Source: an optimization exercise on an open RTL-to-GDS flow (aim: small area). Production flows keep margins and buffers that such runs may drop. Only simulation tests tie the RTL to the original design; equivalence was not proved. Power is estimated from default activity; no workload was simulated.

## try-ember
## pong16
module pong16 (sys_clk,
               rst_n,
               dm_sel,
               ramadr,
               ramwe,
               ramre,
               dbus_in,
               vid_sync_o,
               vid_o,
               audio_o
              );
export LEC_CHECK = 0
export CAP_MARGIN = 5
export CORE_MARGIN = 2
export CORE_UTILIZATION = 55
export SLEW_MARGIN = 5
create_clock -name core_clock -period 10.0 [get_ports {sys_clk}]
standard.sh (not shown) runs the stock make flow with config.mk's settings and CLKGATE_MAP_FILE= SYNTH_SCRIPT=/design/flow/synth_recipe.tcl, a recipe that flattens the netlist after the stock synthesis.
==> flow/flow/run.sh <==
#!/bin/bash
# Layout flow: the standard synthesis, then the combinational logic
# re-mapped by ABC for area (the registers, their names and cell types are
# left as the standard synthesis made them), then the standard layout.
set -euo pipefail
W=$(pwd)
R=$W/orfs/results/$FLOW_PLATFORM/pong16/base
LIB=$FLOW_HOME/platforms/$FLOW_PLATFORM/lib/sky130_fd_sc_hd__tt_025C_1v80.lib
YOSYS=$FLOW_HOME/../tools/install/yosys/bin/yosys
[ -x "$YOSYS" ] || YOSYS=$(command -v yosys)

# 1. standard synthesis
bash standard.sh "$R/1_2_yosys.v" > "$W/flow_synth.log" 2>&1

# 2. re-map the combinational logic
DONT=$(sed -n '/DONT_USE_CELLS += /,/^$/p' "$FLOW_HOME/platforms/$FLOW_PLATFORM/config.mk" \
       | grep -o 'sky130_fd_sc_hd__[a-z0-9_]*' | sed 's/^/-dont_use /' | tr '\n' ' ')
FLOPS=$(grep -o '^ *sky130_fd_sc_hd__[a-z0-9_]*' "$R/1_2_yosys.v" | sort -u | grep -E 'df|dl|sdf|edf' | tr '\n' ' ')
cp "$R/1_2_yosys.v" "$W/std_synth.v"
sed -e "s#@LIB@#$LIB#g" -e "s#@DONT@#$DONT#g" -e "s#@FLOPS@#$FLOPS#g" \
    -e "s#@IN@#$W/std_synth.v#g" -e "s#@OUT@#$W/reabc.v#g" -e "s#@TOP@#$FLOW_TOP#g" \
    "$W/flow/reabc.ys.in" > "$W/reabc.ys"
"$YOSYS" -s "$W/reabc.ys" > "$W/flow_reabc.log" 2>&1
cp "$W/reabc.v" "$R/1_2_yosys.v"

# 3. the rest of the standard layout, with smaller port buffers and a
# clock tree of clkbuf_4 without dummy loads
export BUFFER_PORTS_ARGS="-buffer_cell sky130_fd_sc_hd__buf_1"
export CTS_ARGS="-sink_clustering_enable -repair_clock_nets -sink_clustering_size 8 -sink_clustering_max_diameter 40 -buf_list sky130_fd_sc_hd__clkbuf_4 -dont_use_dummy_load"
bash standard.sh "$@" > "$W/flow_layout.log" 2>&1
==> flow/flow/reabc.ys.in <==
read_liberty -ignore_miss_func -ignore_miss_dir @LIB@
read_verilog @IN@
hierarchy -top @TOP@
blackbox @FLOPS@
flatten
hierarchy -top @TOP@
opt_clean
tee -o std_stat.txt stat
abc -liberty @LIB@ @DONT@ -script +strash;dch,-f;amap,-F,2;topo
opt_clean -purge
hilomap -singleton -hicell sky130_fd_sc_hd__conb_1 HI -locell sky130_fd_sc_hd__conb_1 LO
insbuf -buf sky130_fd_sc_hd__buf_1 A X
read_liberty -lib -ignore_miss_dir @LIB@
tee -o reabc_stat.txt stat -liberty @LIB@
check -assert -mapped
write_verilog -noattr -nohex -nodec @OUT@
try-ember reached the end of the flow, and the finished layout is clean on the timing, DRC and antenna checks.
diff inputs: try-ember => try-indigo
==> flow/flow/run.sh <==
#!/bin/bash
# Layout flow: the standard synthesis, then the combinational logic
# re-mapped by ABC for area (the registers, their names and cell types are
# left as the standard synthesis made them; of a few area-mapping scripts the
# one with the smallest cell area is kept), then the standard layout with
# smaller port buffers and a clock tree of clkbuf_4 without dummy loads.
set -euo pipefail
W=$(pwd)
R=$W/orfs/results/$FLOW_PLATFORM/pong16/base
LIB=$FLOW_HOME/platforms/$FLOW_PLATFORM/lib/sky130_fd_sc_hd__tt_025C_1v80.lib
YOSYS=$FLOW_HOME/../tools/install/yosys/bin/yosys
[ -x "$YOSYS" ] || YOSYS=$(command -v yosys)

# 1. standard synthesis
bash standard.sh "$R/1_2_yosys.v" > "$W/flow_synth.log" 2>&1

# 2. re-map the combinational logic
DONT=$(sed -n '/DONT_USE_CELLS += /,/^$/p' "$FLOW_HOME/platforms/$FLOW_PLATFORM/config.mk" \
       | grep -o 'sky130_fd_sc_hd__[a-z0-9_]*' | sed 's/^/-dont_use /' | tr '\n' ' ')
FLOPS=$(grep -o '^ *sky130_fd_sc_hd__[a-z0-9_]*' "$R/1_2_yosys.v" | sort -u | grep -E 'df|dl|sdf|edf' | tr '\n' ' ')
cp "$R/1_2_yosys.v" "$W/std_synth.v"
best=""; best_area=""
i=0
for SCRIPT in "strash;dch,-f;amap,-F,2;topo" \
              "strash;dch,-f;amap,-F,2,-E,0;topo" \
              "strash;dc2;dch,-f;amap,-F,2;topo" \
              "strash;balance;rewrite,-z;refactor,-z;rewrite,-z;dch,-f;amap,-F,2;topo"; do
  i=$((i+1))
  sed -e "s#@LIB@#$LIB#g" -e "s#@DONT@#$DONT#g" -e "s#@FLOPS@#$FLOPS#g" \
      -e "s#@IN@#$W/std_synth.v#g" -e "s#@OUT@#$W/reabc_$i.v#g" -e "s#@TOP@#$FLOW_TOP#g" \
      -e "s#@SCRIPT@#$SCRIPT#g" -e "s#@STAT@#reabc_stat_$i.txt#g" \
      "$W/flow/reabc.ys.in" > "$W/reabc_$i.ys"
  if "$YOSYS" -s "$W/reabc_$i.ys" > "$W/flow_reabc_$i.log" 2>&1; then
    a=$(awk '/Chip area for module/ {print $NF}' "$W/reabc_stat_$i.txt")
    echo "script $i ($SCRIPT): area $a" >> "$W/flow_reabc_choice.log"
    if [ -z "$best_area" ] || awk -v a="$a" -v b="$best_area" 'BEGIN{exit !(a<b)}'; then
      best=$i; best_area=$a
    fi
  fi
done
echo "kept script $best: area $best_area" >> "$W/flow_reabc_choice.log"
cp "$W/reabc_$best.v" "$R/1_2_yosys.v"

# 3. the rest of the standard layout
export BUFFER_PORTS_ARGS="-buffer_cell sky130_fd_sc_hd__buf_1"
export CTS_ARGS="-sink_clustering_enable -repair_clock_nets -sink_clustering_size 10 -sink_clustering_max_diameter 50 -buf_list sky130_fd_sc_hd__clkbuf_4 -dont_use_dummy_load"
bash standard.sh "$@" > "$W/flow_layout.log" 2>&1
==> flow/flow/reabc.ys.in <==
read_liberty -ignore_miss_func -ignore_miss_dir @LIB@
read_verilog @IN@
hierarchy -top @TOP@
blackbox @FLOPS@
flatten
hierarchy -top @TOP@
opt_clean
tee -o std_stat.txt stat
abc -liberty @LIB@ @DONT@ -script +@SCRIPT@
opt_clean -purge
hilomap -singleton -hicell sky130_fd_sc_hd__conb_1 HI -locell sky130_fd_sc_hd__conb_1 LO
insbuf -buf sky130_fd_sc_hd__buf_1 A X
read_liberty -lib -ignore_miss_dir @LIB@
tee -o @STAT@ stat -liberty @LIB@
check -assert -mapped
write_verilog -noattr -nohex -nodec @OUT@
Notes after the runs:
try-indigo has completed all stages; timing, DRC and antenna checks passed. Taking try-ember as the reference, in try-indigo initial core utilization down 0.29 points; worst path setup slack after routing up 550 ps; share of power burned in the clock network down 1.3 points; global-route wire length before repair down 0.96%.
## Diff of input files: try-harbor against try-indigo
- CORE_UTILIZATION changed from 55 to 40
==> flow/flow/run.sh <==
#!/bin/bash
# Layout flow: the standard synthesis, then the combinational logic
# re-mapped by ABC for area (the registers, their names and cell types are
# left as the standard synthesis made them), then the standard layout.
set -euo pipefail
W=$(pwd)
R=$W/orfs/results/$FLOW_PLATFORM/pong16/base
LIB=$FLOW_HOME/platforms/$FLOW_PLATFORM/lib/sky130_fd_sc_hd__tt_025C_1v80.lib
YOSYS=$FLOW_HOME/../tools/install/yosys/bin/yosys
[ -x "$YOSYS" ] || YOSYS=$(command -v yosys)

# 1. standard synthesis
bash standard.sh "$R/1_2_yosys.v" > "$W/flow_synth.log" 2>&1

# 2. re-map the combinational logic
DONT=$(sed -n '/DONT_USE_CELLS += /,/^$/p' "$FLOW_HOME/platforms/$FLOW_PLATFORM/config.mk" \
       | grep -o 'sky130_fd_sc_hd__[a-z0-9_]*' | sed 's/^/-dont_use /' | tr '\n' ' ')
FLOPS=$(grep -o '^ *sky130_fd_sc_hd__[a-z0-9_]*' "$R/1_2_yosys.v" | sort -u | grep -E 'df|dl|sdf|edf' | tr '\n' ' ')
cp "$R/1_2_yosys.v" "$W/std_synth.v"
sed -e "s#@LIB@#$LIB#g" -e "s#@DONT@#$DONT#g" -e "s#@FLOPS@#$FLOPS#g" \
    -e "s#@IN@#$W/std_synth.v#g" -e "s#@OUT@#$W/reabc.v#g" -e "s#@TOP@#$FLOW_TOP#g" \
    "$W/flow/reabc.ys.in" > "$W/reabc.ys"
"$YOSYS" -s "$W/reabc.ys" > "$W/flow_reabc.log" 2>&1
cp "$W/reabc.v" "$R/1_2_yosys.v"

# 3. the rest of the standard layout, with smaller port buffers and a
# clock tree of clkbuf_4 without dummy loads
export BUFFER_PORTS_ARGS="-buffer_cell sky130_fd_sc_hd__buf_1"
export CTS_ARGS="-sink_clustering_enable -repair_clock_nets -sink_clustering_size 10 -sink_clustering_max_diameter 50 -buf_list sky130_fd_sc_hd__clkbuf_4 -dont_use_dummy_load"
bash standard.sh "$@" > "$W/flow_layout.log" 2>&1
==> flow/flow/reabc.ys.in <==
read_liberty -ignore_miss_func -ignore_miss_dir @LIB@
read_verilog @IN@
hierarchy -top @TOP@
blackbox @FLOPS@
flatten
hierarchy -top @TOP@
opt_clean
tee -o std_stat.txt stat
abc -liberty @LIB@ @DONT@ -script +strash;dch,-f;amap,-F,2;topo
opt_clean -purge
hilomap -singleton -hicell sky130_fd_sc_hd__conb_1 HI -locell sky130_fd_sc_hd__conb_1 LO
insbuf -buf sky130_fd_sc_hd__buf_1 A X
read_liberty -lib -ignore_miss_dir @LIB@
tee -o reabc_stat.txt stat -liberty @LIB@
check -assert -mapped
write_verilog -noattr -nohex -nodec @OUT@
--- outcome ---
- In the floorplan summary, try-harbor is listed with a die area greater than that of try-indigo.
- Compared with try-indigo, multi-input combinational cell count in try-harbor increased slightly.
- Number of buffers other than clock buffers in the final layout: try-harbor > try-indigo
- Summary: maximum frequency, try-harbor worse than try-indigo
- Looking at setup slack after layout across both flows, try-harbor is the weaker of the two, with try-indigo ahead.
- Relative to try-indigo, fraction of final layout cells with drive strength greater than 1 has increased by 0.36 points in try-harbor.
- Per the comparison of try-harbor with try-indigo, number of vias after detailed routing lost 154; final design instance area without fill rose by about 2%; power share of the combinational group has decreased.
- Power dissipated in the clock network ended up 4.9% higher on try-harbor than on try-indigo.
- Leading cell type in the layout, fill and taps excluded = sky130_fd_sc_hd__nand2_1: try-indigo; leading cell type in the layout, fill and taps excluded = sky130_fd_sc_hd__nor2_1: try-harbor
Setup changes, try-harbor to try-fjord
- CORE_UTILIZATION changed from 40 to 55
### Flow results
Hold slack came out higher on try-fjord than on try-harbor.
In try-fjord, the sequential fraction of design power came out 0.2 points above the value in try-harbor.
Total power of try-harbor is on par with try-fjord.
Clock skew was higher in try-harbor than in try-fjord.
Setup slack: try-fjord less than try-harbor
A endpoint of the most critical setup path of v_drvr.score1[3] is what try-harbor shows, while v_drvr.ballx[7] belongs to try-fjord.
try-fjord vs try-harbor: total buffers and inverters traversed by the critical path down
Going from try-harbor to try-fjord, the post-place instance area was found to have gone down by 170 sq um.
Going from try-harbor to try-fjord, standard cell core area shrinks by 28%.
The core of try-fjord is more densely filled than that of try-harbor.

==> separate check: timing with driven ports <==
The results above use ideal ports. As a check the final layouts listed here were re-extracted and re-timed, cells and wires unchanged. Step 1 sets driving cells, clkbuf_16 on the clock port and buf_2 on the other inputs (assumed; they add their load-dependent delay and slew). Step 2 moves the port delays by t, midway between the first and last clock arrival at a register: inputs arrive t later, outputs are due t later. That takes back most of the time a late clock gives input paths. Three values: ideal ports, drivers, drivers and shift; two values: the first two.
| run | shift t [ns] | setup WS [ns] | worst setup path at the end | worst register clock-pin slew, ns |
|---|---|---|---|---|
| try-ember | 0.696 | 5.059 / 5.059 / 5.059 | register to register | 0.10 / 0.10 |
| try-indigo | 0.674 | 5.608 / 5.608 / 5.608 | register to register | 0.12 / 0.12 |
| try-harbor | 0.749 | 5.547 / 5.547 / 5.547 | register to register | 0.12 / 0.12 |
| try-fjord | 0.672 | 5.046 / 5.046 / 5.046 | register to register | 0.11 / 0.11 |
After both steps setup and hold are still met in every run listed.
